From an optimization exercise on the open Yosys and OpenROAD flow, aimed at small area; shortcuts taken in it are not production practice. In this exercise RTL edits were held to simulation tests only and were not proved equivalent to the original. No activity file was given, so power comes from the tool's default toggle rates.

`flow/design.v`:
```
module tcp_parser (
    input  wire        clk,
    input  wire        rst,
    input  wire        ip_payload_valid,
    input  wire [7:0]  ip_payload_data,
    input  wire        ip_payload_start,    
    input  wire        ip_payload_end,      
    output wire [15:0] tcp_src_port,
    output wire [15:0] tcp_dst_port,
    output wire [31:0] tcp_seq_num,
    output wire [31:0] tcp_ack_num,
    output wire [3:0]  tcp_data_offset,
    output wire [7:0]  tcp_flags,
    output wire [15:0] tcp_window,
    output wire        tcp_flag_syn,
    output wire        tcp_flag_ack,
    output wire        tcp_flag_fin,
    output wire        tcp_flag_rst,
    output wire        tcp_flag_psh,
    output reg         tcp_payload_valid,
    output reg  [7:0]  tcp_payload_data,
    output reg         tcp_payload_start,
    output reg         tcp_payload_end,
    output reg         tcp_header_valid,
    output reg         tcp_parse_error
);
    localparam [2:0] IDLE         = 3'd0,
                     PARSE_HEADER = 3'd1,
                     SKIP_OPTIONS = 3'd2,
                     PAYLOAD      = 3'd3,
                     ERROR_STATE  = 3'd4;
    reg [2:0]  state;
    reg [5:0]  byte_cnt;
    reg [15:0] src_port_reg;
    reg [15:0] dst_port_reg;
    reg [31:0] seq_num_reg;
    reg [31:0] ack_num_reg;
    reg [3:0]  data_offset_reg;
    reg [7:0]  flags_reg;
    reg [15:0] window_reg;
    reg [5:0]  header_len;
    reg        header_done;
    reg        payload_active;
    always @(posedge clk) begin
        if (rst) begin
            state           <= IDLE;
            byte_cnt        <= 6'd0;
            src_port_reg    <= 16'd0;
            dst_port_reg    <= 16'd0;
            seq_num_reg     <= 32'd0;
            ack_num_reg     <= 32'd0;
            data_offset_reg <= 4'd0;
            flags_reg       <= 8'd0;
            window_reg      <= 16'd0;
            header_len      <= 6'd0;
            header_done     <= 1'b0;
            payload_active  <= 1'b0;
            tcp_header_valid  <= 1'b0;
            tcp_parse_error   <= 1'b0;
            tcp_payload_start <= 1'b0;
            tcp_payload_end   <= 1'b0;
            tcp_payload_valid <= 1'b0;
        end else begin
            tcp_header_valid  <= 1'b0;
            tcp_parse_error   <= 1'b0;
            tcp_payload_start <= 1'b0;
            tcp_payload_end   <= 1'b0;
            tcp_payload_valid <= 1'b0;
            case (state)
                IDLE: begin
                    header_done    <= 1'b0;
                    payload_active <= 1'b0;
                    if (ip_payload_start && ip_payload_valid) begin
                        src_port_reg[15:8] <= ip_payload_data;
                        byte_cnt <= 6'd1;
                        state <= PARSE_HEADER;
                    end
                end
                PARSE_HEADER: begin
                    if (ip_payload_valid) begin
                        case (byte_cnt)
                            6'd1:  src_port_reg[7:0]   <= ip_payload_data;
                            6'd2:  dst_port_reg[15:8]  <= ip_payload_data;
                            6'd3:  dst_port_reg[7:0]   <= ip_payload_data;
                            6'd4:  seq_num_reg[31:24]  <= ip_payload_data;
                            6'd5:  seq_num_reg[23:16]  <= ip_payload_data;
                            6'd6:  seq_num_reg[15:8]   <= ip_payload_data;
                            6'd7:  seq_num_reg[7:0]    <= ip_payload_data;
                            6'd8:  ack_num_reg[31:24]  <= ip_payload_data;
                            6'd9:  ack_num_reg[23:16]  <= ip_payload_data;
                            6'd10: ack_num_reg[15:8]   <= ip_payload_data;
                            6'd11: ack_num_reg[7:0]    <= ip_payload_data;
                            6'd12: begin
                                data_offset_reg <= ip_payload_data[7:4];
                                header_len <= {ip_payload_data[7:4], 2'b00};
                            end
                            6'd13: flags_reg          <= ip_payload_data;
                            6'd14: window_reg[15:8]   <= ip_payload_data;
                            6'd15: window_reg[7:0]    <= ip_payload_data;
                            6'd19: begin
                                if (header_len > 6'd20) begin
                                    state <= SKIP_OPTIONS;
                                end else begin
                                    header_done <= 1'b1;
                                    tcp_header_valid <= 1'b1;
                                    state <= PAYLOAD;
                                end
                            end
                            default: ;
                        endcase
                        byte_cnt <= byte_cnt + 6'd1;
                        if (ip_payload_end && byte_cnt < 6'd19) begin
                            tcp_parse_error <= 1'b1;
                            state <= ERROR_STATE;
                        end
                    end
                end
                SKIP_OPTIONS: begin
                    if (ip_payload_valid) begin
                        byte_cnt <= byte_cnt + 6'd1;
                        if (byte_cnt >= header_len - 6'd1) begin
                            header_done <= 1'b1;
                            tcp_header_valid <= 1'b1;
                            state <= PAYLOAD;
                        end
                        if (ip_payload_end && byte_cnt < header_len - 6'd1) begin
                            tcp_parse_error <= 1'b1;
                            state <= ERROR_STATE;
                        end
                    end
                end
                PAYLOAD: begin
                    if (ip_payload_valid) begin
                        tcp_payload_valid <= 1'b1;
                        tcp_payload_data <= ip_payload_data;
                        if (!payload_active) begin
                            tcp_payload_start <= 1'b1;
                            payload_active <= 1'b1;
                        end
                        if (ip_payload_end) begin
                            tcp_payload_end <= 1'b1;
                            payload_active <= 1'b0;
                            state <= IDLE;
                        end
                    end
                end
                ERROR_STATE: begin
                    if (ip_payload_end)
                        state <= IDLE;
                end
                default: state <= IDLE;
            endcase
            if (ip_payload_end && state != IDLE && state != PAYLOAD) begin
                tcp_parse_error <= 1'b1;
                state <= IDLE;
            end
        end
    end
    assign tcp_src_port    = src_port_reg;
    assign tcp_dst_port    = dst_port_reg;
    assign tcp_seq_num     = seq_num_reg;
    assign tcp_ack_num     = ack_num_reg;
    assign tcp_data_offset = data_offset_reg;
    assign tcp_flags       = flags_reg;
    assign tcp_window      = window_reg;
    assign tcp_flag_fin = flags_reg[0];
    assign tcp_flag_syn = flags_reg[1];
    assign tcp_flag_rst = flags_reg[2];
    assign tcp_flag_psh = flags_reg[3];
    assign tcp_flag_ack = flags_reg[4];
endmodule
module soupbintcp_handler (
    input  wire        clk,
    input  wire        rst,
    input  wire        tcp_payload_valid,
    input  wire [7:0]  tcp_payload_data,
    input  wire        tcp_payload_start,
    input  wire        tcp_payload_end,
    output reg         itch_msg_valid,
    output reg  [7:0]  itch_msg_data,
    output reg         itch_msg_start,
    output reg         itch_msg_end,
    output wire        session_active,
    output wire [63:0] session_sequence,
    output wire [7:0]  pkt_type,
    output reg         pkt_type_valid,
    output reg         pkt_heartbeat,
    output reg         pkt_login_accepted,
    output reg         pkt_login_rejected,
    output reg         pkt_end_session,
    output wire [31:0] seq_data_count,
    output wire [31:0] heartbeat_count,
    output reg         parse_error
);
    localparam [7:0] SOUP_DEBUG          = 8'h2B;   
    localparam [7:0] SOUP_LOGIN_ACCEPTED = 8'h41;   
    localparam [7:0] SOUP_HEARTBEAT      = 8'h48;   
    localparam [7:0] SOUP_LOGIN_REJECTED = 8'h4A;   
    localparam [7:0] SOUP_SEQ_DATA       = 8'h53;   
    localparam [7:0] SOUP_UNSEQ_DATA     = 8'h55;   
    localparam [7:0] SOUP_END_SESSION    = 8'h5A;   
    localparam [2:0] IDLE            = 3'd0,
                     READ_LENGTH_MSB = 3'd1,
                     READ_LENGTH_LSB = 3'd2,
                     READ_TYPE       = 3'd3,
                     READ_PAYLOAD    = 3'd4,
                     SKIP_PAYLOAD    = 3'd5,
                     ERROR_STATE     = 3'd6;
    reg [2:0]  state;
    reg [15:0] pkt_length;
    reg [7:0]  pkt_type_reg;
    reg [15:0] payload_cnt;
    reg [15:0] payload_len;      
    reg        session_active_reg;
    reg [63:0] session_seq_reg;
    reg [31:0] seq_data_cnt;
    reg [31:0] heartbeat_cnt;
    reg        is_seq_data;
    reg        first_payload;
    always @(posedge clk) begin
        if (rst) begin
            state              <= IDLE;
            pkt_length         <= 16'd0;
            pkt_type_reg       <= 8'd0;
            payload_cnt        <= 16'd0;
            payload_len        <= 16'd0;
            session_active_reg <= 1'b0;
            session_seq_reg    <= 64'd0;
            seq_data_cnt       <= 32'd0;
            heartbeat_cnt      <= 32'd0;
            is_seq_data        <= 1'b0;
            first_payload      <= 1'b0;
            itch_msg_valid     <= 1'b0;
            itch_msg_start     <= 1'b0;
            itch_msg_end       <= 1'b0;
            pkt_type_valid     <= 1'b0;
            pkt_heartbeat      <= 1'b0;
            pkt_login_accepted <= 1'b0;
            pkt_login_rejected <= 1'b0;
            pkt_end_session    <= 1'b0;
            parse_error        <= 1'b0;
        end else begin
            itch_msg_valid     <= 1'b0;
            itch_msg_start     <= 1'b0;
            itch_msg_end       <= 1'b0;
            pkt_type_valid     <= 1'b0;
            pkt_heartbeat      <= 1'b0;
            pkt_login_accepted <= 1'b0;
            pkt_login_rejected <= 1'b0;
            pkt_end_session    <= 1'b0;
            parse_error        <= 1'b0;
            case (state)
                IDLE: begin
                    is_seq_data   <= 1'b0;
                    first_payload <= 1'b0;
                    if (tcp_payload_start && tcp_payload_valid) begin
                        pkt_length[15:8] <= tcp_payload_data;
                        state <= READ_LENGTH_LSB;
                    end else if (tcp_payload_valid) begin
                        pkt_length[15:8] <= tcp_payload_data;
                        state <= READ_LENGTH_LSB;
                    end
                end
                READ_LENGTH_MSB: begin
                    if (tcp_payload_valid) begin
                        pkt_length[15:8] <= tcp_payload_data;
                        state <= READ_LENGTH_LSB;
                    end
                end
                READ_LENGTH_LSB: begin
                    if (tcp_payload_valid) begin
                        pkt_length[7:0] <= tcp_payload_data;
                        state <= READ_TYPE;
                    end
                end
                READ_TYPE: begin
                    if (tcp_payload_valid) begin
                        pkt_type_reg <= tcp_payload_data;
                        pkt_type_valid <= 1'b1;
                        payload_len <= pkt_length - 16'd1;
                        payload_cnt <= 16'd0;
                        case (tcp_payload_data)
                            SOUP_HEARTBEAT: begin
                                pkt_heartbeat <= 1'b1;
                                heartbeat_cnt <= heartbeat_cnt + 32'd1;
                                state <= IDLE;
                            end
                            SOUP_LOGIN_ACCEPTED: begin
                                pkt_login_accepted <= 1'b1;
                                session_active_reg <= 1'b1;
                                if (pkt_length > 16'd1) state <= SKIP_PAYLOAD;
                                else                    state <= IDLE;
                            end
                            SOUP_LOGIN_REJECTED: begin
                                pkt_login_rejected <= 1'b1;
                                session_active_reg <= 1'b0;
                                if (pkt_length > 16'd1) state <= SKIP_PAYLOAD;
                                else                    state <= IDLE;
                            end
                            SOUP_END_SESSION: begin
                                pkt_end_session <= 1'b1;
                                session_active_reg <= 1'b0;
                                state <= IDLE;
                            end
                            SOUP_SEQ_DATA: begin
                                is_seq_data <= 1'b1;
                                first_payload <= 1'b1;
                                seq_data_cnt <= seq_data_cnt + 32'd1;
                                session_seq_reg <= session_seq_reg + 64'd1;
                                if (pkt_length > 16'd1) state <= READ_PAYLOAD;
                                else                    state <= IDLE;
                            end
                            SOUP_UNSEQ_DATA: begin
                                if (pkt_length > 16'd1) state <= SKIP_PAYLOAD;
                                else                    state <= IDLE;
                            end
                            SOUP_DEBUG: begin
                                if (pkt_length > 16'd1) state <= SKIP_PAYLOAD;
                                else                    state <= IDLE;
                            end
                            default: begin
                                parse_error <= 1'b1;
                                if (pkt_length > 16'd1) state <= SKIP_PAYLOAD;
                                else                    state <= IDLE;
                            end
                        endcase
                    end
                end
                READ_PAYLOAD: begin
                    if (tcp_payload_valid) begin
                        itch_msg_valid <= 1'b1;
                        itch_msg_data <= tcp_payload_data;
                        if (first_payload) begin
                            itch_msg_start <= 1'b1;
                            first_payload <= 1'b0;
                        end
                        payload_cnt <= payload_cnt + 16'd1;
                        if (payload_cnt >= payload_len - 16'd1) begin
                            itch_msg_end <= 1'b1;
                            state <= IDLE;
                        end
                        if (tcp_payload_end) begin
                            if (payload_cnt < payload_len - 16'd1)
                                itch_msg_end <= 1'b1;
                            state <= IDLE;
                        end
                    end
                end
                SKIP_PAYLOAD: begin
                    if (tcp_payload_valid) begin
                        payload_cnt <= payload_cnt + 16'd1;
                        if (payload_cnt >= payload_len - 16'd1)
                            state <= IDLE;
                        if (tcp_payload_end)
                            state <= IDLE;
                    end
                end
                ERROR_STATE: begin
                    if (tcp_payload_end)
                        state <= IDLE;
                end
                default: state <= IDLE;
            endcase
            if (tcp_payload_end && state != IDLE) begin
                if (state == READ_PAYLOAD && is_seq_data)
                    itch_msg_end <= 1'b1;
                state <= IDLE;
            end
        end
    end
    assign session_active   = session_active_reg;
    assign session_sequence = session_seq_reg;
    assign pkt_type         = pkt_type_reg;
    assign seq_data_count   = seq_data_cnt;
    assign heartbeat_count  = heartbeat_cnt;
endmodule
module asx_itch_parser (
    input  wire        clk,
    input  wire        rst,
    input  wire        itch_msg_valid,
    input  wire [7:0]  itch_msg_data,
    input  wire        itch_msg_start,
    input  wire        itch_msg_end,
    output reg         msg_valid,
    output wire [7:0]  msg_type,
    output reg         msg_error,
    output wire [31:0] timestamp,
    output wire [63:0] order_id,
    output wire [31:0] orderbook_id,
    output wire        side,
    output reg         add_order_valid,
    output reg         add_order_start,
    output wire [63:0] quantity,
    output wire [31:0] price,
    output wire [15:0] order_attributes,
    output reg         order_executed_valid,
    output wire [63:0] exec_quantity,
    output wire [63:0] match_id,
    output wire [31:0] combo_group_id,
    output reg         order_cancel_valid,
    output wire [63:0] cancel_quantity,
    output reg         order_delete_valid,
    output reg         order_replace_valid,
    output wire [63:0] new_order_id,
    output wire [63:0] new_quantity,
    output wire [31:0] new_price,
    output reg         directory_valid,
    output wire [63:0] symbol,
    output wire [95:0] isin,
    output wire [7:0]  price_decimals,
    output wire [31:0] round_lot_size,
    output reg         system_event_valid,
    output wire [7:0]  event_code,
    output wire [31:0] total_messages,
    output wire [31:0] parse_errors
);
    localparam [2:0] IDLE        = 3'd0,
                     READ_TYPE   = 3'd1,
                     COUNT_BYTES = 3'd2,
                     COMPLETE    = 3'd3,
                     ERROR_STATE = 3'd4;
    localparam [7:0] ASX_MSG_TIMESTAMP         = 8'h54;   
    localparam [7:0] ASX_MSG_SYSTEM_EVENT      = 8'h53;   
    localparam [7:0] ASX_MSG_ORDER_BOOK_DIR    = 8'h52;   
    localparam [7:0] ASX_MSG_COMBINATION_LEG   = 8'h4D;   
    localparam [7:0] ASX_MSG_TICK_SIZE         = 8'h4C;   
    localparam [7:0] ASX_MSG_ORDER_BOOK_STATE  = 8'h4F;   
    localparam [7:0] ASX_MSG_ADD_ORDER         = 8'h41;   
    localparam [7:0] ASX_MSG_ADD_ORDER_ATTRIB  = 8'h46;   
    localparam [7:0] ASX_MSG_ORDER_EXECUTED    = 8'h45;   
    localparam [7:0] ASX_MSG_ORDER_EXEC_PRICE  = 8'h43;   
    localparam [7:0] ASX_MSG_ORDER_CANCEL      = 8'h58;   
    localparam [7:0] ASX_MSG_ORDER_DELETE      = 8'h44;   
    localparam [7:0] ASX_MSG_ORDER_REPLACE     = 8'h55;   
    localparam [7:0] ASX_MSG_TRADE             = 8'h50;   
    localparam [7:0] ASX_MSG_CROSS_TRADE       = 8'h51;   
    localparam [7:0] ASX_MSG_BROKEN_TRADE      = 8'h42;   
    function [7:0] get_asx_msg_length;
        input [7:0] t;
        begin
            case (t)
                ASX_MSG_TIMESTAMP:        get_asx_msg_length = 8'd5;
                ASX_MSG_SYSTEM_EVENT:     get_asx_msg_length = 8'd6;
                ASX_MSG_ORDER_BOOK_DIR:   get_asx_msg_length = 8'd57;
                ASX_MSG_COMBINATION_LEG:  get_asx_msg_length = 8'd21;
                ASX_MSG_TICK_SIZE:        get_asx_msg_length = 8'd22;
                ASX_MSG_ORDER_BOOK_STATE: get_asx_msg_length = 8'd10;
                ASX_MSG_ADD_ORDER:        get_asx_msg_length = 8'd39;
                ASX_MSG_ADD_ORDER_ATTRIB: get_asx_msg_length = 8'd40;
                ASX_MSG_ORDER_EXECUTED:   get_asx_msg_length = 8'd31;
                ASX_MSG_ORDER_EXEC_PRICE: get_asx_msg_length = 8'd40;
                ASX_MSG_ORDER_CANCEL:     get_asx_msg_length = 8'd19;
                ASX_MSG_ORDER_DELETE:     get_asx_msg_length = 8'd15;
                ASX_MSG_ORDER_REPLACE:    get_asx_msg_length = 8'd45;
                ASX_MSG_TRADE:            get_asx_msg_length = 8'd37;
                ASX_MSG_CROSS_TRADE:      get_asx_msg_length = 8'd41;
                ASX_MSG_BROKEN_TRADE:     get_asx_msg_length = 8'd15;
                default:                  get_asx_msg_length = 8'd0;
            endcase
        end
    endfunction
    reg [2:0]  state;
    reg [7:0]  current_msg_type;
    reg [7:0]  expected_length;
    reg [7:0]  byte_counter;
    reg [31:0] timestamp_reg;
    reg [63:0] order_id_reg;
    reg [31:0] orderbook_id_reg;
    reg        side_reg;
    reg [63:0] quantity_reg;
    reg [31:0] price_reg;
    reg [15:0] order_attributes_reg;
    reg [63:0] exec_quantity_reg;
    reg [7:0]  event_code_reg;
    reg [31:0] msg_counter;
    reg [31:0] error_counter;
    wire [7:0] new_len = get_asx_msg_length(itch_msg_data);
    wire [8:0] byte_counter_p1 = {1'b0, byte_counter} + 9'd1;
    wire       last_byte       = byte_counter_p1 >= {1'b0, expected_length};
    always @(posedge clk) begin
        if (rst) begin
            state                <= IDLE;
            current_msg_type     <= 8'd0;
            expected_length      <= 8'd0;
            byte_counter         <= 8'd0;
            msg_counter          <= 32'd0;
            error_counter        <= 32'd0;
            msg_valid            <= 1'b0;
            msg_error            <= 1'b0;
            add_order_valid      <= 1'b0;
            add_order_start      <= 1'b0;
            order_executed_valid <= 1'b0;
            order_cancel_valid   <= 1'b0;
            order_delete_valid   <= 1'b0;
            order_replace_valid  <= 1'b0;
            directory_valid      <= 1'b0;
            system_event_valid   <= 1'b0;
        end else begin
            msg_valid            <= 1'b0;
            msg_error            <= 1'b0;
            add_order_valid      <= 1'b0;
            add_order_start      <= 1'b0;
            order_executed_valid <= 1'b0;
            order_cancel_valid   <= 1'b0;
            order_delete_valid   <= 1'b0;
            order_replace_valid  <= 1'b0;
            directory_valid      <= 1'b0;
            system_event_valid   <= 1'b0;
            case (state)
                IDLE: begin
                    if (itch_msg_start && itch_msg_valid) begin
                        current_msg_type <= itch_msg_data;
                        expected_length  <= new_len;
                        byte_counter     <= 8'd1;
                        if (itch_msg_data == ASX_MSG_ADD_ORDER)
                            add_order_start <= 1'b1;
                        if (new_len == 8'd0)
                            state <= ERROR_STATE;
                        else
                            state <= COUNT_BYTES;
                    end
                end
                READ_TYPE: begin
                    state <= IDLE;
                end
                COUNT_BYTES: begin
                    if (itch_msg_valid) begin
                        if (current_msg_type == ASX_MSG_ADD_ORDER) begin
                            case (byte_counter)
                            8'd1: timestamp_reg[31:24] <= itch_msg_data;
                            8'd2: timestamp_reg[23:16] <= itch_msg_data;
                            8'd3: timestamp_reg[15:8] <= itch_msg_data;
                            8'd4: timestamp_reg[7:0] <= itch_msg_data;
                            8'd5: order_id_reg[63:56] <= itch_msg_data;
                            8'd6: order_id_reg[55:48] <= itch_msg_data;
                            8'd7: order_id_reg[47:40] <= itch_msg_data;
                            8'd8: order_id_reg[39:32] <= itch_msg_data;
                            8'd9: order_id_reg[31:24] <= itch_msg_data;
                            8'd10: order_id_reg[23:16] <= itch_msg_data;
                            8'd11: order_id_reg[15:8] <= itch_msg_data;
                            8'd12: order_id_reg[7:0] <= itch_msg_data;
                            8'd13: orderbook_id_reg[31:24] <= itch_msg_data;
                            8'd14: orderbook_id_reg[23:16] <= itch_msg_data;
                            8'd15: orderbook_id_reg[15:8] <= itch_msg_data;
                            8'd16: orderbook_id_reg[7:0] <= itch_msg_data;
                            8'd17: side_reg <= (itch_msg_data == 8'h42);
                            8'd18: quantity_reg[63:56] <= itch_msg_data;
                            8'd19: quantity_reg[55:48] <= itch_msg_data;
                            8'd20: quantity_reg[47:40] <= itch_msg_data;
                            8'd21: quantity_reg[39:32] <= itch_msg_data;
                            8'd22: quantity_reg[31:24] <= itch_msg_data;
                            8'd23: quantity_reg[23:16] <= itch_msg_data;
                            8'd24: quantity_reg[15:8] <= itch_msg_data;
                            8'd25: quantity_reg[7:0] <= itch_msg_data;
                            8'd26: price_reg[31:24] <= itch_msg_data;
                            8'd27: price_reg[23:16] <= itch_msg_data;
                            8'd28: price_reg[15:8] <= itch_msg_data;
                            8'd29: price_reg[7:0] <= itch_msg_data;
                            8'd30: order_attributes_reg[15:8] <= itch_msg_data;
                            8'd31: order_attributes_reg[7:0] <= itch_msg_data;
                            default: ;
                            endcase
                        end else if (current_msg_type == ASX_MSG_ORDER_EXECUTED) begin
                            case (byte_counter)
                            8'd1: timestamp_reg[31:24] <= itch_msg_data;
                            8'd2: timestamp_reg[23:16] <= itch_msg_data;
                            8'd3: timestamp_reg[15:8] <= itch_msg_data;
                            8'd4: timestamp_reg[7:0] <= itch_msg_data;
                            8'd5: order_id_reg[63:56] <= itch_msg_data;
                            8'd6: order_id_reg[55:48] <= itch_msg_data;
                            8'd7: order_id_reg[47:40] <= itch_msg_data;
                            8'd8: order_id_reg[39:32] <= itch_msg_data;
                            8'd9: order_id_reg[31:24] <= itch_msg_data;
                            8'd10: order_id_reg[23:16] <= itch_msg_data;
                            8'd11: order_id_reg[15:8] <= itch_msg_data;
                            8'd12: order_id_reg[7:0] <= itch_msg_data;
                            8'd13: orderbook_id_reg[31:24] <= itch_msg_data;
                            8'd14: orderbook_id_reg[23:16] <= itch_msg_data;
                            8'd15: orderbook_id_reg[15:8] <= itch_msg_data;
                            8'd16: orderbook_id_reg[7:0] <= itch_msg_data;
                            8'd17: side_reg <= (itch_msg_data == 8'h42);
                            8'd18: exec_quantity_reg[63:56] <= itch_msg_data;
                            8'd19: exec_quantity_reg[55:48] <= itch_msg_data;
                            8'd20: exec_quantity_reg[47:40] <= itch_msg_data;
                            8'd21: exec_quantity_reg[39:32] <= itch_msg_data;
                            8'd22: exec_quantity_reg[31:24] <= itch_msg_data;
                            8'd23: exec_quantity_reg[23:16] <= itch_msg_data;
                            8'd24: exec_quantity_reg[15:8] <= itch_msg_data;
                            8'd25: exec_quantity_reg[7:0] <= itch_msg_data;
                            default: ;
                            endcase
                        end else if (current_msg_type == ASX_MSG_ORDER_DELETE) begin
                            case (byte_counter)
                            8'd1: timestamp_reg[31:24] <= itch_msg_data;
                            8'd2: timestamp_reg[23:16] <= itch_msg_data;
                            8'd3: timestamp_reg[15:8] <= itch_msg_data;
                            8'd4: timestamp_reg[7:0] <= itch_msg_data;
                            8'd5: order_id_reg[63:56] <= itch_msg_data;
                            8'd6: order_id_reg[55:48] <= itch_msg_data;
                            8'd7: order_id_reg[47:40] <= itch_msg_data;
                            8'd8: order_id_reg[39:32] <= itch_msg_data;
                            8'd9: order_id_reg[31:24] <= itch_msg_data;
                            8'd10: order_id_reg[23:16] <= itch_msg_data;
                            8'd11: order_id_reg[15:8] <= itch_msg_data;
                            8'd12: order_id_reg[7:0] <= itch_msg_data;
                            8'd13: orderbook_id_reg[31:24] <= itch_msg_data;
                            8'd14: orderbook_id_reg[23:16] <= itch_msg_data;
                            default: ;
                            endcase
                        end else if (current_msg_type == ASX_MSG_SYSTEM_EVENT) begin
                            case (byte_counter)
                            8'd1: timestamp_reg[31:24] <= itch_msg_data;
                            8'd2: timestamp_reg[23:16] <= itch_msg_data;
                            8'd3: timestamp_reg[15:8] <= itch_msg_data;
                            8'd4: timestamp_reg[7:0] <= itch_msg_data;
                            8'd5: event_code_reg <= itch_msg_data;
                            default: ;
                            endcase
                        end
                        if (last_byte)
                            state <= COMPLETE;
                        byte_counter <= byte_counter + 8'd1;
                        if (itch_msg_end) begin
                            if (!last_byte)
                                state <= ERROR_STATE;
                            else
                                state <= COMPLETE;
                        end
                    end
                end
                COMPLETE: begin
                    msg_counter <= msg_counter + 32'd1;
                    msg_valid <= 1'b1;
                    case (current_msg_type)
                        ASX_MSG_ADD_ORDER:      add_order_valid <= 1'b1;
                        ASX_MSG_ORDER_EXECUTED: order_executed_valid <= 1'b1;
                        ASX_MSG_ORDER_CANCEL:   order_cancel_valid <= 1'b1;
                        ASX_MSG_ORDER_DELETE:   order_delete_valid <= 1'b1;
                        ASX_MSG_ORDER_REPLACE:  order_replace_valid <= 1'b1;
                        ASX_MSG_ORDER_BOOK_DIR: directory_valid <= 1'b1;
                        ASX_MSG_SYSTEM_EVENT:   system_event_valid <= 1'b1;
                        default: ;
                    endcase
                    state <= IDLE;
                end
                ERROR_STATE: begin
                    msg_error <= 1'b1;
                    error_counter <= error_counter + 32'd1;
                    state <= IDLE;
                end
                default: state <= IDLE;
            endcase
        end
    end
    assign msg_type         = current_msg_type;
    assign timestamp        = timestamp_reg;
    assign order_id         = order_id_reg;
    assign orderbook_id     = orderbook_id_reg;
    assign side             = side_reg;
    assign quantity         = quantity_reg;
    assign price            = price_reg;
    assign order_attributes = order_attributes_reg;
    assign exec_quantity    = exec_quantity_reg;
    assign match_id         = 64'd0;
    assign combo_group_id   = 32'd0;
    assign cancel_quantity  = 64'd0;
    assign new_order_id     = 64'd0;
    assign new_quantity     = 64'd0;
    assign new_price        = 32'd0;
    assign symbol           = 64'd0;
    assign isin             = 96'd0;
    assign price_decimals   = 8'd0;
    assign round_lot_size   = 32'd0;
    assign event_code       = event_code_reg;
    assign total_messages   = msg_counter;
    assign parse_errors     = error_counter;
endmodule
module asx_soupbintcp_itch (
    input  wire        clk,
    input  wire        rst,
    input  wire        ip_payload_valid,
    input  wire [7:0]  ip_payload_data,
    input  wire        ip_payload_start,
    input  wire        ip_payload_end,
    output wire [15:0] tcp_src_port,
    output wire [15:0] tcp_dst_port,
    output wire [31:0] tcp_seq_num,
    output wire [31:0] tcp_ack_num,
    output wire [3:0] tcp_data_offset,
    output wire [7:0] tcp_flags,
    output wire [15:0] tcp_window,
    output wire tcp_flag_syn,
    output wire tcp_flag_ack,
    output wire tcp_flag_fin,
    output wire tcp_flag_rst,
    output wire tcp_flag_psh,
    output wire tcp_header_valid,
    output wire tcp_parse_error,
    output wire session_active,
    output wire [63:0] session_sequence,
    output wire [7:0] pkt_type,
    output wire pkt_type_valid,
    output wire pkt_heartbeat,
    output wire pkt_login_accepted,
    output wire pkt_login_rejected,
    output wire pkt_end_session,
    output wire [31:0] seq_data_count,
    output wire [31:0] heartbeat_count,
    output wire parse_error,
    output wire msg_valid,
    output wire [7:0] msg_type,
    output wire msg_error,
    output wire [31:0] timestamp,
    output wire [63:0] order_id,
    output wire [31:0] orderbook_id,
    output wire side,
    output wire add_order_valid,
    output wire add_order_start,
    output wire [63:0] quantity,
    output wire [31:0] price,
    output wire [15:0] order_attributes,
    output wire order_executed_valid,
    output wire [63:0] exec_quantity,
    output wire order_cancel_valid,
    output wire order_delete_valid,
    output wire order_replace_valid,
    output wire directory_valid,
    output wire system_event_valid,
    output wire [7:0] event_code,
    output wire [31:0] total_messages,
    output wire [31:0] parse_errors
);
    wire       tcp_payload_valid;
    wire [7:0] tcp_payload_data;
    wire       tcp_payload_start;
    wire       tcp_payload_end;
    wire       itch_tcp_valid;
    wire [7:0] itch_tcp_data;
    wire       itch_tcp_start;
    wire       itch_tcp_end;
    wire [63:0] unused_match_id;
    wire [31:0] unused_combo_group_id;
    wire [63:0] unused_cancel_quantity;
    wire [63:0] unused_new_order_id;
    wire [63:0] unused_new_quantity;
    wire [31:0] unused_new_price;
    wire [63:0] unused_symbol;
    wire [95:0] unused_isin;
    wire [7:0] unused_price_decimals;
    wire [31:0] unused_round_lot_size;
    tcp_parser tcp_parser_inst (
        .clk               (clk),
        .rst               (rst),
        .ip_payload_valid  (ip_payload_valid),
        .ip_payload_data   (ip_payload_data),
        .ip_payload_start  (ip_payload_start),
        .ip_payload_end    (ip_payload_end),
        .tcp_src_port      (tcp_src_port),
        .tcp_dst_port      (tcp_dst_port),
        .tcp_seq_num       (tcp_seq_num),
        .tcp_ack_num       (tcp_ack_num),
        .tcp_data_offset   (tcp_data_offset),
        .tcp_flags         (tcp_flags),
        .tcp_window        (tcp_window),
        .tcp_flag_syn      (tcp_flag_syn),
        .tcp_flag_ack      (tcp_flag_ack),
        .tcp_flag_fin      (tcp_flag_fin),
        .tcp_flag_rst      (tcp_flag_rst),
        .tcp_flag_psh      (tcp_flag_psh),
        .tcp_header_valid  (tcp_header_valid),
        .tcp_parse_error   (tcp_parse_error),
        .tcp_payload_valid (tcp_payload_valid),
        .tcp_payload_data  (tcp_payload_data),
        .tcp_payload_start (tcp_payload_start),
        .tcp_payload_end   (tcp_payload_end)
    );
    soupbintcp_handler soupbintcp_inst (
        .clk                (clk),
        .rst                (rst),
        .tcp_payload_valid  (tcp_payload_valid),
        .tcp_payload_data   (tcp_payload_data),
        .tcp_payload_start  (tcp_payload_start),
        .tcp_payload_end    (tcp_payload_end),
        .itch_msg_valid     (itch_tcp_valid),
        .itch_msg_data      (itch_tcp_data),
        .itch_msg_start     (itch_tcp_start),
        .itch_msg_end       (itch_tcp_end),
        .session_active     (session_active),
        .session_sequence   (session_sequence),
        .pkt_type           (pkt_type),
        .pkt_type_valid     (pkt_type_valid),
        .pkt_heartbeat      (pkt_heartbeat),
        .pkt_login_accepted (pkt_login_accepted),
        .pkt_login_rejected (pkt_login_rejected),
        .pkt_end_session    (pkt_end_session),
        .seq_data_count     (seq_data_count),
        .heartbeat_count    (heartbeat_count),
        .parse_error        (parse_error)
    );
    asx_itch_parser asx_itch_inst (
        .clk                  (clk),
        .rst                  (rst),
        .itch_msg_valid       (itch_tcp_valid),
        .itch_msg_data        (itch_tcp_data),
        .itch_msg_start       (itch_tcp_start),
        .itch_msg_end         (itch_tcp_end),
        .msg_valid            (msg_valid),
        .msg_type             (msg_type),
        .msg_error            (msg_error),
        .timestamp            (timestamp),
        .order_id             (order_id),
        .orderbook_id         (orderbook_id),
        .side                 (side),
        .add_order_valid      (add_order_valid),
        .add_order_start      (add_order_start),
        .quantity             (quantity),
        .price                (price),
        .order_attributes     (order_attributes),
        .order_executed_valid (order_executed_valid),
        .exec_quantity        (exec_quantity),
        .order_cancel_valid   (order_cancel_valid),
        .order_delete_valid   (order_delete_valid),
        .order_replace_valid  (order_replace_valid),
        .directory_valid      (directory_valid),
        .system_event_valid   (system_event_valid),
        .event_code           (event_code),
        .total_messages       (total_messages),
        .parse_errors         (parse_errors),
        .match_id             (unused_match_id),
        .combo_group_id       (unused_combo_group_id),
        .cancel_quantity      (unused_cancel_quantity),
        .new_order_id         (unused_new_order_id),
        .new_quantity         (unused_new_quantity),
        .new_price            (unused_new_price),
        .symbol               (unused_symbol),
        .isin                 (unused_isin),
        .price_decimals       (unused_price_decimals),
        .round_lot_size       (unused_round_lot_size)
    );
endmodule
```
`flow/run.sh`:
```
#!/bin/bash
# synth_recipe.tcl (not shown) runs the flow's synth.tcl, then flattens the netlist and writes it again
# the make line also repeats each setting of config.mk as NAME=value (left out here)
make -C /OpenROAD-flow-scripts/flow DESIGN_CONFIG=/design/flow/config.mk WORK_HOME=/design/flow/orfs CLKGATE_MAP_FILE= SYNTH_SCRIPT=/design/flow/synth_recipe.tcl finish
```
`flow/config.mk`:
```
export PLATFORM = sky130hd
export DESIGN_NAME = asx_soupbintcp_itch
export DESIGN_NICKNAME = asx_soupbintcp_itch
export VERILOG_FILES = /design/flow/design.v
export SDC_FILE = /design/flow/constraint.sdc
export NUM_CORES = 4
export LEC_CHECK = 0
export CAP_MARGIN = 20
export CORE_MARGIN = 2
export CORE_UTILIZATION = 40
export SLEW_MARGIN = 20
```
`flow/constraint.sdc`:
```
create_clock -name core_clock -period 5.0 [get_ports {clk}]
set_input_delay 1.0000 -clock core_clock [delete_from_list [all_inputs] [get_ports {clk}]]
set_output_delay 1.0000 -clock core_clock [all_outputs]
set_load 0.01 [all_outputs]
```
==> metrics.cfg, run 1 <==
[detailed_routing]
finalWirelength_mm=96.3
drc_errors=0
drtIter0Drc=1714
viasPerCell=5.28
wl_per_cell_um=21.7
firstDrtPassIters=6
num_vias=23400
drtAntennaViolNets=0

[timing]
period_minus_slack_ns=3.60
rsz0062_at_grt=false
max-slew-margin-rel_pct=24.1
final_hold_viol_count=0
fin_tns_setup_ns=0
slew_violations=0
skew_ns=0.0205
worstMarginPinSlew_ns=1.13
setup_violations=0
max_freq_ghz=0.278
fin_crit_sh_pct=72.1

[synthesis]
synth_ff_type=dfxtp_1
synth_top_cell_by_area=edfxtp_1
synthCells=2758
async_flop_share_pct=0
syn-num-nets=2816
ys_seq_elements=764
syn_area_um2=29900
synth_seq_area_share_pct=62.1
synth_edf_count=329
ys_types=77
yosys-top-cells-area=edfxtp_1, dfxtp_1, nor2_1, nand2_1, xnor2_1
synth.avg_cell_area_um2=10.9
synth.top_cell.area_share_pct=33.0
yosys_warnings=3

[clocking]
clk_pin_slew_worst_paths_ns=0.06
clockBufferDepth=3
root_buffer=clkbuf_16
cts_hold_buf=0
cts.htree.levels=3
postCtsSetupRepairBufs=0
cts_sinks=764
cts_buffers=82
cts_resized=0
cts_tree=yes
insertion_delay_ns=0.63

[final_layout]
fin_nets=3457
drive_gt1_share_pct=5.48
final_cell_mix=clkdlybuf4s50_1, dfxtp_1, nor2_1
area_growth_pct=34.5
final_area_um2=40300
final_common_cell=clkdlybuf4s50_1
layoutNonFillerInstCount=4438

[placed_design]
post-dp-hpwl_mm=67.7
dp_cells=4284
dpl_cell_area_um2=37500
io_buffer_count=681
globalplace.congestion=0.844

[power_and_ir_drop]
seq_power_share_pct=50.9
power_switching_uw=2740
total_power_uw=12700
clockPowerShare_pct=47.7
p_int_uw=9980
combPwrFrac_pct=1.4
leakagePower_uw=0.0138
p_sw_share_pct=21.6
irDropWorstVdd_v=0.000250
power_density_nw_per_um2=316

[floorplan]
num_rows=100
start_util_pct=40.3
die_area_um2=77000
core_area_um2=74300
die_w_um=278
boundaryPins=682
die-height_um=278

[hold_path]
hold_class=reg -> reg

[grt]
grtUsageTotal_pct=24.3
grt_overflow_total=0
grt_start_max_net_pins=165
grt_pass1_wl_mm=145
antenna_found_initial=3
grt_pass1_vias=22900

[worst_setup_path]
cp_max_fo=40
startpoint_type=register
cp.required_ns=5.49
critPathArrivalTime_ns=4.10
cp-end-kind=register
path_class=reg -> reg

[status]
run_status=finished clean

[flow_run]
drv_cap=0

[per-stage QoR]
| step | setup WS [ns] | util, % | hold slack, ns |
|---|---|---|---|
| 5_1_grt | 1.16 | 54.2 | 0.471 |
| 6_report | 1.40 | 54.2 | 0.453 |
| 3_5_place_dp | 0.911 | 50.5 | 0.437 |
| 4_1_cts | 1.46 | 54.2 | 0.454 |
| 2_1_floorplan | 1.79 | - | 0.423 |
| 3_3_place_gp | 1.01 | 50.4 | 0.440 |
[metal layers]
metal	GRT usage [%]	vias up	routed length (µm)
li1	-	11000	-
met1	28.6	11500	38000
met2	42.4	825	48100
met3	6.77	142	7360
met4	8.39	0	2830
met5	0	-	0
[critical path, stage by stage (launching register included)]
cell and delay, ns:
dfxtp_1 0.74, and4b_1 0.27, buf_4 0.36, and4_1 0.63, nand4_1 0.67, nor4_1 0.54, xnor2_1 0.17, nor2_1 0.05
[power by group through the flow]
stage	Sequential (µW)	Clock [µW]	Combinational, µW
2_1_floorplan	6610	0	113
3_3_place_gp	6610	0	170
3_5_place_dp	6610	0	172
4_1_cts	6480	6190	173
5_1_grt	6480	6460	188
6_report	6480	6070	174
[area by class of cell]
class	count	area [µm²]
Fill cell	6454	34100
Multi-Input combinational cell	1787	10500
Clock inverter	41	482
Inverter	61	229
Sequential cell	764	18600
Timing Repair Buffer	703	7010
Antenna cell	3	7.51
Tap cell	969	1210
Clock buffer	110	2250
[path summary, 6_finish.rpt]
kind	startpoint	endpoint	slack [ns]	cells after the start
setup / recovery	tcp_parser_inst.tcp_payload_valid	soupbintcp_inst.session_seq_reg[34]	1.40	7
hold / removal	soupbintcp_inst.pkt_type_reg[3]	soupbintcp_inst.pkt_type_reg[3]	0.45	2
setup reg to reg	tcp_parser_inst.tcp_payload_valid	soupbintcp_inst.session_seq_reg[34]	1.40	7
hold reg to reg	soupbintcp_inst.pkt_type_reg[3]	soupbintcp_inst.pkt_type_reg[3]	0.45	2
[cells by family after synthesis]
| group | count (synthesis) | synth area share (%) |
|---|---|---|
| buffers and inverters | 207 | 2.97 |
| AO/OA/AOI/OAI | 305 | 6.08 |
| AND/OR/NAND/NOR | 1167 | 18.8 |
| multiplexers | 62 | 2.07 |
| adder cells (fa/ha/maj) | 45 | 1.88 |
| flip-flops | 764 | 62.1 |
| XOR/XNOR | 208 | 6.09 |
[synth_stat cells, drive strengths merged (13+ instances only)]
master  count
a211oi     23
inv        61
mux2i      62
nand4      56
nor4       54
a21oi     153
dfxtp     435
and3       35
buf        14
nand2b     17
and2       25
nor2b      13
xnor2     114
nand3     163
nor2      362
and4       26
xor2       94
edfxtp    329
nand2     269
clkbuf    129
or2        17
nor3       62
ha         45
or4        13
o21ai      50
or3        27
==> run 2, diff against run 1 <==
--- a/flow/config.mk
+++ b/flow/config.mk
@@ -8,4 +8,5 @@
 export CAP_MARGIN = 20
 export CORE_MARGIN = 2
 export CORE_UTILIZATION = 40
+export CTS_BUF_LIST = sky130_fd_sc_hd__clkbuf_4 sky130_fd_sc_hd__clkbuf_8
 export SLEW_MARGIN = 20
==> run 2 against run 1 <==
Fmax is 1.6% higher; first-iteration DRC count fell by 3.3%; sequential power is essentially flat; critical endpoint is now soupbintcp_inst.session_seq_reg[38].
==> metrics.cfg, run 2 <==
[status]
run_status=finished clean

[synthesis]
ys_types=77
synth.top_cell.area_share_pct=33.0
async_flop_share_pct=0
syn_area_um2=29900
yosys-top-cells-area=edfxtp_1, dfxtp_1, nor2_1, nand2_1, xnor2_1
yosysMostFrequentCell=dfxtp_1
synth.avg_cell_area_um2=10.9
synth_top_cell_by_area=edfxtp_1
synthCells=2758
syn-num-nets=2816
synth_edf_count=329
ys_top_cells_by_count=dfxtp_1, nor2_1, edfxtp_1, nand2_1, nand3_1
yosys_warnings=3
ys_seq_elements=764
synth_ff_type=dfxtp_1
synth_seq_area_share_pct=62.1

[timing]
worstMarginPinSlew_ns=1.16
setup_violations=0
period_minus_slack_ns=3.55
rsz0062_at_grt=false
final_hold_viol_count=0
skew_ns=0.0419
fin_tns_setup_ns=0
fin_crit_sh_pct=70.9
worst_slack_ns=1.45
max-slew-margin-rel_pct=22.2
slew_violations=0
max_freq_ghz=0.282

[clocking]
insertion_delay_ns=0.78
clk_pin_slew_worst_paths_ns=0.06
cts_tree=yes
cts.htree.levels=4
cts_hold_buf=0
clockBufferDepth=3
cts_sinks=764
postCtsSetupRepairBufs=0
cts_resized=0
root_buffer=clkbuf_8
cts_buffers=131

[placed_design]
dpl_worst_slack_ns=0.911
globalplace.congestion=0.844
dpl_cell_area_um2=37500
dp_cells=4284
io_buffer_count=681
post-dp-hpwl_mm=67.7

[power_and_ir_drop]
power_switching_uw=2790
p_int_uw=9790
p_sw_share_pct=22.2
total_power_uw=12600
clockPowerShare_pct=47.1
power_density_nw_per_um2=312
combPwrFrac_pct=1.4
irDropWorstVdd_v=0.000201
seq_power_share_pct=51.5
leakagePower_uw=0.0140

[final_layout]
layoutNonFillerInstCount=4523
final_cell_mix=clkdlybuf4s50_1, dfxtp_1, nor2_1
drive_gt1_share_pct=8.19
fin_nets=3506
final_common_cell=clkdlybuf4s50_1
area_growth_pct=34.7
final_area_um2=40300
fillerInstances=6460

[detailed_routing]
finalWirelength_mm=96.6
drtIter0Drc=1657
num_vias=23600
viasPerCell=5.22
wl_per_cell_um=21.3
firstDrtPassIters=5
drtAntennaViolNets=0
drc_errors=0

[worst_setup_path]
cpPeakStageDelay_ns=0.73
cp_top_family=simple AND/OR/NAND/NOR gates
crit_slowest_cell=dfxtp_1
startpoint_type=register
crit_chain=and4b_1 -> buf_4 -> and4_1 -> nand4_1 -> nor4_1 -> xnor2_1 -> nor2_1
critPathArrivalTime_ns=4.17
worstPathBufferInverterCount=1
cp.required_ns=5.62
cp-end-kind=register
path_class=reg -> reg
cp_max_fo=40

[grt]
grtUsageTotal_pct=24.5
use_met1_pct=28.0
grt_overflow_total=0
antenna_found_initial=4
use_met2_pct=42.8
grt_start_max_net_pins=165
globalRouteMet3Util_pct=7.72
top_usage_layer=met2
grt_pass1_wl_mm=145
grt_pass1_vias=23300

[floorplan]
die-height_um=278
die_w_um=278
die_area_um2=77000
boundaryPins=682
num_rows=100
start_util_pct=40.3
core_area_um2=74300

[flow_run]
drv_cap=0

[hold_path]
hold_class=reg -> reg

==> run 2: final timing paths <==
check / startpoint / to / slack [ns] / cells past startpoint
max: tcp_parser_inst.tcp_payload_valid / soupbintcp_inst.session_seq_reg[38] / 1.45 / 7
min: soupbintcp_inst.pkt_type_reg[3] / soupbintcp_inst.pkt_type_reg[3] / 0.45 / 2
max reg2reg: tcp_parser_inst.tcp_payload_valid / soupbintcp_inst.session_seq_reg[38] / 1.45 / 7
min reg2reg: soupbintcp_inst.pkt_type_reg[3] / soupbintcp_inst.pkt_type_reg[3] / 0.45 / 2
==> run 2: routing by layer <==
metal / wire length, µm / share of wire (%) / vias to the layer above
li1: - / - / 11100
met1: 37800 / 39 / 11500
met2: 48200 / 50 / 845
met3: 7620 / 7.9 / 150
met4: 2940 / 3.0 / 0
met5: 0 / 0 / -
==> run 2: kinds of logic (layout without fill, tap and decap cells) <==
logic type	after synthesis	after routing	synth area share, %
and+or+nand+nor	1167	1167	18.8
DFF	764	764	62.1
AOI/OAI and AO/OA	305	305	6.08
xor gates and xnor gates	208	208	6.09
buffers and inverters	207	1000	2.97
muxes	62	62	2.07
adders and majority gates	45	45	1.88
other	0	3	0
==> run 2: tightest hold or removal path: cells and delay by family (launching register included) <==
kind             cells  cell delay, ns
AO/OA/AOI/OAI        1            0.05
flip-flops           1            0.31
AND/OR/NAND/NOR      1            0.05
==> run 2: layout make-up <==
type | count | area, µm² | share of cell area (%)
Antenna cell | 3 | 7.51 | 0.0186
Clock buffer | 189 | 2340 | 5.81
Clock inverter | 47 | 452 | 1.12
Inverter | 61 | 229 | 0.568
Multi-Input combinational cell | 1787 | 10500 | 26.0
Sequential cell | 764 | 18600 | 46.1
Tap cell | 969 | 1210 | 3.01
Timing Repair Buffer | 703 | 7010 | 17.4
==> run 2: stage by stage <==
| stage | util, % | hold slack, ns |
|---|---|---|
| finish | 54.3 | 0.453 |
| global route | 54.3 | 0.475 |
| CTS | 54.2 | 0.454 |
| detailed placement | 50.5 | 0.437 |
| global placement | 50.4 | 0.440 |
| floorplan | - | 0.423 |
==> run 2: power groups by stage <==
| stage | logic, µW | registers, µW | clock network, µW |
|---|---|---|---|
| after floorplan | 113 | 6610 | 0 |
| after global placement | 170 | 6610 | 0 |
| after detailed placement | 172 | 6610 | 0 |
| after CTS | 173 | 6480 | 6070 |
| after global routing | 187 | 6480 | 6370 |
| final | 174 | 6480 | 5930 |
==> run 3, diff against run 2 <==
==> flow/flow/run.sh (new file) <==
#!/bin/bash
# Standard layout, but with the smallest buffer cell on the ports.
set -euo pipefail
export BUFFER_PORTS_ARGS="-buffer_cell sky130_fd_sc_hd__buf_1"
bash standard.sh > standard_flow.log 2>&1
==> flow/standard.sh (new file) <==
#!/bin/bash
# synth_recipe.tcl (not shown) runs the flow's synth.tcl, then flattens the netlist and writes it again
# the make line also repeats each setting of config.mk as NAME=value (left out here)
make -C /OpenROAD-flow-scripts/flow DESIGN_CONFIG=/design/flow/config.mk WORK_HOME=/design/flow/orfs CLKGATE_MAP_FILE= SYNTH_SCRIPT=/design/flow/synth_recipe.tcl "${@:-finish}"
removed: flow/run.sh
==> run 3 against run 2 <==
Still clean; critical path depth fell by 1; sequential share of layout area rose by 5.4 points; cell count rose by 0.18%; routed wire length fell by 7.1%; fmax rose by 4.5%; power fell by 0.36%; non-clock buffer count rose by 16; worst setup slack improved by 0.15 ns; first-iteration DRC count fell by 3.2%; hold slack got worse by 0.0019 ns; sequential power barely moved.
==> metrics.cfg, run 3 <==
[detailed_routing]
wl_per_cell_um=19.8
drtIter0Drc=1604
firstDrtPassIters=7
finalWirelength_mm=89.7
viasPerCell=5.14
drtAntennaViolNets=0
num_vias=23300
drc_errors=0

[timing]
worst_slack_ns=1.61
rsz0062_at_grt=false
hold_ws_ns=0.451
period_minus_slack_ns=3.39
setup_violations=0
fin_tns_setup_ns=0
max-slew-margin-rel_pct=29.0
max_freq_ghz=0.295
worstMarginPinSlew_ns=1.06
final_hold_viol_count=0
skew_ns=0.0557
fin_crit_sh_pct=67.9
slew_violations=0

[synthesis]
syn_area_um2=29900
ys_seq_elements=764
ys_top_cells_by_count=dfxtp_1, nor2_1, edfxtp_1, nand2_1, nand3_1
yosys-top-cells-area=edfxtp_1, dfxtp_1, nor2_1, nand2_1, xnor2_1
synth_seq_area_share_pct=62.1
yosysMostFrequentCell=dfxtp_1
syn-num-nets=2816
yosys_warnings=3
synth_top_cell_by_area=edfxtp_1
synth.top_cell.area_share_pct=33.0
async_flop_share_pct=0
synth_ff_type=dfxtp_1
synthCells=2758
synth_edf_count=329
ys_types=77
synth.avg_cell_area_um2=10.9

[clocking]
postCtsSetupRepairBufs=0
cts_tree=yes
insertion_delay_ns=0.80
clk_pin_slew_worst_paths_ns=0.06
clockBufferDepth=3
cts_buffers=132
cts.htree.levels=4
cts_sinks=764
cts_hold_buf=0
cts_resized=0
root_buffer=clkbuf_8

[placed_design]
post-dp-hpwl_mm=62.1
dpl_worst_slack_ns=1.10
globalplace.congestion=0.867
dp_cells=4300
io_buffer_count=681

[worst_setup_path]
cp_max_fo=17
cp.required_ns=5.64
critPathArrivalTime_ns=4.03
cp-end-kind=register
path_class=reg -> reg
startpoint_type=register

[final_layout]
final_common_cell=buf_1
fillerInstances=6964
area_growth_pct=20.7
final_cell_mix=buf_1, dfxtp_1, nor2_1
layoutNonFillerInstCount=4531
drive_gt1_share_pct=8.29
fin_nets=3523

[status]
run_status=finished clean

[floorplan]
die_w_um=278
boundaryPins=682
start_util_pct=40.3
die_area_um2=77000
num_rows=100
die-height_um=278
core_area_um2=74300

[hold_path]
hold_class=reg -> reg

[power_and_ir_drop]
combPwrFrac_pct=1.3
leakagePower_uw=0.0124
power_switching_uw=2830
seq_power_share_pct=51.7
p_sw_share_pct=22.6
irDropWorstVdd_v=0.000223
p_int_uw=9710
clockPowerShare_pct=47.0
power_density_nw_per_um2=347

[grt]
antenna_found_initial=2
grt_overflow_total=0
grt_pass1_wl_mm=136
grt_pass1_vias=22000
grt_start_max_net_pins=142
grtUsageTotal_pct=22.8

[flow_run]
drv_cap=0

-- run 3: critical path, cell delays in order, from the launching register on --
cell and delay [ns]:
dfxtp_1 0.74, nand4b_4 0.38, nor4_4 0.74, nand3_1 0.66, nor4_1 0.52, xnor2_1 0.17
nor2_1 0.05
-- run 3: logic make-up after synthesis --
group | Yosys count | share of synthesized area [%]
AND/OR/NAND/NOR | 1167 | 18.8
flip-flops | 764 | 62.1
AO/OA/AOI/OAI | 305 | 6.08
XOR/XNOR | 208 | 6.09
buffers and inverters | 207 | 2.97
multiplexers | 62 | 2.07
adder cells (fa/ha/maj) | 45 | 1.88
-- run 3: area by class of cell --
| type | instances | area (µm²) | area share, % |
|---|---|---|---|
| multi-input combinational | 1787 | 10500 | 29.0 |
| clock buffer | 187 | 2310 | 6.40 |
| inverter | 61 | 229 | 0.634 |
| tap | 969 | 1210 | 3.36 |
| timing repair buffer | 719 | 2870 | 7.93 |
| antenna | 4 | 10.0 | 0.0277 |
| clock inverter | 40 | 424 | 1.17 |
| sequential | 764 | 18600 | 51.5 |
-- run 3: per-stage QoR --
step                      cell area (µm²)  utilization, %  total power (µW)
after floorplan                     29900               -              6720
after global placement              33400            44.9              6780
after detailed placement            33400            44.9              6780
after CTS                           36100            48.6             12700
after global routing                36100            48.6             13000
final                               36100            48.6             12500
-- run 3: final timing paths --
| path | start | to | slack, ns | depth (start not counted) |
|---|---|---|---|---|
| worst min register to register | tcp_parser_inst.seq_num_reg[5] | tcp_parser_inst.seq_num_reg[5] | 0.45 | 2 |
| worst max-delay path | tcp_parser_inst.tcp_payload_valid | soupbintcp_inst.session_seq_reg[54] | 1.61 | 6 |
| worst min-delay path | tcp_parser_inst.seq_num_reg[5] | tcp_parser_inst.seq_num_reg[5] | 0.45 | 2 |
| worst max register to register | tcp_parser_inst.tcp_payload_valid | soupbintcp_inst.session_seq_reg[54] | 1.61 | 6 |
-- run 3: layer usage --
metal | vias up | part of all wire, % | GRT usage (%)
met5 | - | 0 | 0
met2 | 843 | 49 | 38.4
met4 | 0 | 2.7 | 8.48
li1 | 11200 | - | -
met1 | 11200 | 41 | 27.7
met3 | 154 | 7.6 | 6.48
-- run 3: power by group through the flow --
stage	clock [µW]	combinational (µW)	sequential [µW]
global placement	0	167	6610
floorplan	0	113	6610
global route	6330	183	6480
detailed placement	0	167	6610
finish	5890	168	6480
CTS	6040	167	6480

## static timing again, ports no longer ideal
Ports are ideal in the flow. The routed layouts listed here were re-timed in OpenROAD. Step 1, drivers: a clkbuf_16 drives clk and a buf_2 each remaining input, both assumed. Step 2, shift: input delay + t, output delay - t, t = (earliest + latest rising clock arrival at the registers) / 2. This alone moves slack from input paths to output paths. Three values: ideal, step 1, step 2; two values: the first two.
run	t, ns	setup WS [ns]	clock arrival spread, ns	cell pins on the clock port's net
run 1	0.695	1.397 / 1.397 / 0.861	0.033 / 0.032	1
run 2	0.820	1.453 / 1.453 / 0.831	0.049 / 0.049	1
run 3	0.829	1.606 / 1.606 / 1.033	0.061 / 0.061	1
After both steps setup and hold are still met in every run listed. For run 2, which loses most, drivers alone change the setup slack by 0.000 ns; drivers and shift together by -0.622 ns.
